Context: an optimization exercise on an open-source flow, tuned for small area, a short achievable clock period and few clock cycles per item. The choices shown serve that exercise and are no tape-out recipe. Only simulation tests tie the RTL to the original design; equivalence was not proved. No activity file was given, so power comes from the tool's default toggle rates.

// sqrt_mult_system
module sqrt_mult_system (
    input clk_i,
    input rst_i,
    input start_i,
    input [7:0] a_bi,
    input [7:0] b_bi,
    output [15:0] result,
    output done
);
==> flow/config.mk <==
export PLATFORM = sky130hd
export DESIGN_NAME = sqrt_mult_system
export DESIGN_NICKNAME = sqrt_mult_system
export VERILOG_FILES = /design/flow/design.v
export SDC_FILE = /design/flow/constraint.sdc
export NUM_CORES = 4
export LEC_CHECK = 0
export CAP_MARGIN = 20
export CORE_MARGIN = 2
export CORE_UTILIZATION = 40
export SLEW_MARGIN = 20
==> flow/constraint.sdc <==
create_clock -name core_clock -period 5.0 [get_ports {clk_i}]
set_input_delay 1.0000 -clock core_clock [delete_from_list [all_inputs] [get_ports {clk_i}]]
set_output_delay 1.0000 -clock core_clock [all_outputs]
set_load 0.01 [all_outputs]
run.sh (not shown) runs the stock make flow with config.mk's settings and CLKGATE_MAP_FILE= SYNTH_SCRIPT=/design/flow/synth_recipe.tcl, a recipe that flattens the netlist after the stock synthesis.
The first run finished with timing, DRC and antenna clean.
Testbench counts at the start, summed over its fixed seeds: cycles 8,000, items 4,000.
Change:
==> flow/flow/run.sh (new file) <==
#!/bin/bash
cp standard.sh standard_sh_copy.log
export BUFFER_PORTS_ARGS="-buffer_cell sky130_fd_sc_hd__buf_1"
bash standard.sh > standard.log 2>&1
==> flow/standard.sh (new file) <==
#!/bin/bash
# synth_recipe.tcl (not shown) runs the flow's synth.tcl, then flattens the netlist and writes it again
# the make line also repeats each setting of config.mk as NAME=value (left out here)
make -C /OpenROAD-flow-scripts/flow DESIGN_CONFIG=/design/flow/config.mk WORK_HOME=/design/flow/orfs CLKGATE_MAP_FILE= SYNTH_SCRIPT=/design/flow/synth_recipe.tcl "${@:-finish}"
removed: flow/run.sh
Global-route usage decreases by 0.89 points.
Power decreases by 12%.
Setup slack gains 210 ps.
Count of clock-buffer cells in the layout stays the same.
Synthesized area is unchanged.
Fmax increases by 4.7%.
Utilization decreases by 6.1 points.
Critical path depth increases by 3.
Flip-flop and latch count stays the same.
Wire length decreases by 3.0%.

* * *

## job 4790
Another version of the RTL of sqrt_mult_system (not shown whole).
Size in the first run: roughly 210 cells after synthesis, roughly 18 flip-flops, ~1300 um2 of cells after synthesis.
Settings: LEC_CHECK=0, CAP_MARGIN=20, CORE_MARGIN=2, CORE_UTILIZATION=40, SETUP_SLACK_MARGIN=2.25, SLEW_MARGIN=20; clock period 5.0 ns.
standard.sh (not shown) runs the stock make flow with config.mk's settings and CLKGATE_MAP_FILE= SYNTH_SCRIPT=/design/flow/synth_recipe.tcl, a recipe that flattens the netlist after the stock synthesis.
==> flow/flow/run.sh <==
#!/bin/bash
# Layout flow: the standard ORFS flow, with two changes.
#  1. Synthesis is ORFS's own script (with the standard flow's -nofsm -noshare wrapper,
#     flatten and renaming, as in synth_recipe.tcl), but ABC maps with the
#     script in flow/abc.script (the logic feeding the output ports first,
#     with flow/abc_post.script if present), and full/half adder extraction
#     can be skipped.
#  2. The port buffers inserted during placement are buf cells instead of
#     the slow clkdlybuf cells that buffer_ports picks by default.
# Settings come from flow/params.sh. Each tool's output goes to its own log.
set -euo pipefail
HERE=$(pwd)
source "$HERE/flow/params.sh"
export MY_ABC_SCRIPT="$HERE/flow/abc.script"
if [ -f "$HERE/flow/abc_post.script" ]; then export MY_ABC_POST_SCRIPT="$HERE/flow/abc_post.script"; fi
export MY_NOFA
export BUFFER_PORTS_ARGS="-buffer_cell $PORT_BUFFER"
sed "s#SYNTH_SCRIPT=[^ ]*#SYNTH_SCRIPT=$HERE/flow/synth.tcl#" standard.sh > my_standard.sh
bash my_standard.sh finish > flow_make.log 2>&1
==> flow/flow/abc.script <==
strash
dch
map -D 1300
topo
stime -c
==> flow/flow/abc_post.script <==
strash
dch
map -D 300
topo
stime -c
==> flow/flow/params.sh <==
MY_NOFA=1
PORT_BUFFER=sky130_fd_sc_hd__buf_1
==> flow/flow/synth.tcl <==
# synth_recipe.tcl with hooks: abc runs flow/abc.script (MY_ABC_SCRIPT);
# when MY_ABC_POST_SCRIPT is set, the logic in the input cone of the output
# ports (back to the flip-flops) is mapped first, with that script; and
# extract_fa is skipped when MY_NOFA is 1.
proc synth {args} { yosys synth -nofsm -noshare {*}$args }
proc abc {args} {
  set out {}
  set skip 0
  foreach a $args {
    if {$skip} { set skip 0; continue }
    if {$a eq "-script" || $a eq "-D"} { set skip 1; continue }
    lappend out $a
  }
  if {[info exists ::env(MY_ABC_POST_SCRIPT)] && $::env(MY_ABC_POST_SCRIPT) ne ""} {
    set outp $out
    lappend outp -script $::env(MY_ABC_POST_SCRIPT)
    yosys select -set postcone o:* %ci*:-sky130_fd_sc_hd__dfxtp_1
    yosys abc {*}$outp @postcone
  }
  lappend out -script $::env(MY_ABC_SCRIPT)
  yosys abc {*}$out
}
if {$::env(MY_NOFA)} { proc extract_fa {args} {} }
source $::env(SCRIPTS_DIR)/synth.tcl
# left out here: clear keep_hierarchy, flatten, clean up, hide names made inside functions, write 1_2_yosys.v
Testbench counts of job 4790, summed over its fixed seeds: cycles 8,000, items 4,000.
Changes in job 4408 relative to job 4790:
- putting TNS_END_PERCENT at 100 where nothing was set
- swapping 2.25 for 2.2 in SETUP_SLACK_MARGIN
The faster design of the two is job 4790; job 4408 tops out lower.
Between job 4408 and job 4790, the sequential standard cell area does not differ in any meaningful way.
Going from job 4790 to job 4408, power down about 1.1%, area overhead of the layout relative to synthesis down 1.9 points, layout buffering overhead excluding clock cells flat, share of final layout cell area taken by clock buffers and inverters flat.
Via total after detailed routing delta (job 4408 -> job 4790): insignificant
| global-route track usage on met3 | job 4408 vs job 4790 | ≈ equal |
Lower routed wire length among job 4790 and job 4408: job 4408
In summary, job 4408 completed successfully, with a layout that passed the timing, design-rule and antenna checks.
Looking at clock group power across job 4790 and job 4408, the one that comes out lower is job 4408.
### job 4408 -> job 6515
- removing TNS_END_PERCENT (formerly 100)
- changing SETUP_SLACK_MARGIN from 2.2 to 2.3
- setting CTS_BUF_LIST to sky130_fd_sc_hd__clkbuf_8 for the first time
Going from job 4408 to job 6515, routed wirelength normalized by instance count increased 4.3%; remaining routing DRC violations did not really move; final-layout fill cell count fell by 1.8%; share of the cycle needed by the critical path after routing lower.
Min part of the power in combinational logic across job 6515 and job 4408: job 6515
Required time at the endpoint of the critical path sits lower in job 6515 than in job 4408.
Cell area is higher on job 6515
Between job 6515 and job 4408, it is job 6515 whose first-pass GRT wire length is higher, by 1.6%.
Against job 4408, job 6515 comes in 1.1 points higher on clock-cell share of area.
The clock distribution power reported for job 6515 is greater than that of job 4408 by about 33%.
Lower final period demand of the worst path among job 6515 and job 4408: job 6515
The following lists how job 2903 was set up differently from job 6515:
- removing CTS_BUF_LIST (formerly sky130_fd_sc_hd__clkbuf_8)
- changing SETUP_SLACK_MARGIN from 2.3 to 2.2
--- a/flow/flow/run.sh
+++ b/flow/flow/run.sh
@@ -1,3 +1,3 @@
 #!/bin/bash
-# Layout flow: the standard ORFS flow, with two changes.
+# Layout flow: the standard ORFS flow, with three changes.
 #  1. Synthesis is ORFS's own script (with the standard flow's -nofsm -noshare wrapper,
@@ -9,2 +9,4 @@
 #     the slow clkdlybuf cells that buffer_ports picks by default.
+#  3. With SKIP_TIE_FANOUT=1, the one tie cell from synthesis drives all
+#     constant outputs (floorplan does not make a tie cell per output).
 # Settings come from flow/params.sh. Each tool's output goes to its own log.
@@ -17,2 +19,3 @@
 export BUFFER_PORTS_ARGS="-buffer_cell $PORT_BUFFER"
+if [ "${SKIP_TIE_FANOUT:-0}" = 1 ]; then export SKIP_REPAIR_TIE_FANOUT=1; fi
 sed "s#SYNTH_SCRIPT=[^ ]*#SYNTH_SCRIPT=$HERE/flow/synth.tcl#" standard.sh > my_standard.sh
==> flow/flow/params.sh <==
MY_NOFA=1
PORT_BUFFER=sky130_fd_sc_hd__buf_1
SKIP_TIE_FANOUT=1
Results
- Relative to job 6515, share of total power in combinational logic has increased by 4.0 points in job 2903.
- After detailed routing, job 6515 needs more wire than job 2903.
- Taking job 6515 as the reference, in job 2903 global-route wire length before repair went up, clock-buffer cell count went down, first-iteration DRC count went down, setup slack of the critical path after layout went down, detailed-routed wire length on met2 went down.
- STATUS minimum hold slack: job 2903 loses against job 6515
- Job 2903 ended up with a lower switching power than job 6515 did.
- HPWL after detailed placement up 1.6% in job 2903 wrt job 6515
#### Input delta (job 6538 over job 2903)
- SETUP_SLACK_MARGIN: 2.2 -> 2.3
--- a/flow/flow/run.sh
+++ b/flow/flow/run.sh
@@ -1,3 +1,3 @@
 #!/bin/bash
-# Layout flow: the standard ORFS flow, with three changes.
+# Layout flow: the standard ORFS flow, with two changes.
 #  1. Synthesis is ORFS's own script (with the standard flow's -nofsm -noshare wrapper,
@@ -9,4 +9,2 @@
 #     the slow clkdlybuf cells that buffer_ports picks by default.
-#  3. With SKIP_TIE_FANOUT=1, the one tie cell from synthesis drives all
-#     constant outputs (floorplan does not make a tie cell per output).
 # Settings come from flow/params.sh. Each tool's output goes to its own log.
Notes after the runs:
- Job 2903 has lower wire length than job 6538.
- Diff job 2903 -> job 6538: count of non-filler cells in the finished layout moved up; clock period minus final worst setup slack shrank by 0.086 ns.
Setup changes, job 6538 to job 2286
- GPL_TIMING_DRIVEN: unset -> 1
--- a/flow/flow/run.sh
+++ b/flow/flow/run.sh
@@ -17,3 +17,2 @@
 export BUFFER_PORTS_ARGS="-buffer_cell $PORT_BUFFER"
-if [ "${SKIP_TIE_FANOUT:-0}" = 1 ]; then export SKIP_REPAIR_TIE_FANOUT=1; fi
 sed "s#SYNTH_SCRIPT=[^ ]*#SYNTH_SCRIPT=$HERE/flow/synth.tcl#" standard.sh > my_standard.sh
==> flow/flow/params.sh <==
MY_NOFA=1
PORT_BUFFER=sky130_fd_sc_hd__buf_1
Findings:
Job 2286 ended up with sky130_fd_sc_hd__and2_2 as its library cell contributing the largest single delay on the critical path; job 6538 ended up with sky130_fd_sc_hd__dfxtp_1. Delta (job 2286 minus job 6538): number of antenna violations at the first check in global routing held; post-placement cell count went up 1.1%; final period demand of the worst path went up 0.0089 ns; instance count on the critical path went up 6; worst setup slack went down 0.0089 ns. Re count of unique library cells instantiated by Yosys: no difference whatsoever between job 6538 and job 2286. Cmp job 2286 vs job 6538: count of fill cells added during filler insertion lower in job 2286.

## port drivers added, routing unchanged
No port has a modelled driver above. Below, the same layouts with a new extraction and two added sets of constraints. Step 1: set_driving_cell puts a clkbuf_16 on clk_i and a buf_2 on each other input, an assumption about the parent block. Step 2 also shifts input and output timing later by t, the mid clock arrival at the registers, as if the neighbouring blocks saw the same clock. a / b / c = ideal / step 1 / step 2; a / b = the first two.
run | t, ns | setup slack, ns | pins driven straight from the clock port
the first run of note 1 | 0.307 | 0.375 / 0.371 / 0.064 | 1
the second run of note 1 | 0.291 | 0.583 / 0.578 / 0.287 | 1
job 4790 | 0.314 | 2.430 / 2.432 / 2.119 | 1
job 4408 | 0.311 | 2.384 / 2.378 / 2.074 | 1
job 6515 | 0.275 | 2.410 / 2.410 / 2.135 | 1
job 2903 | 0.301 | 2.385 / 2.362 / 2.106 | 1
job 6538 | 0.305 | 2.471 / 2.448 / 2.189 | 1
job 2286 | 0.315 | 2.462 / 2.462 / 2.149 | 1
After both steps every run listed still meets setup and hold. The setup slack of job 2286, which loses most, moves by 0.000 ns with the drivers and by -0.313 ns with both steps.
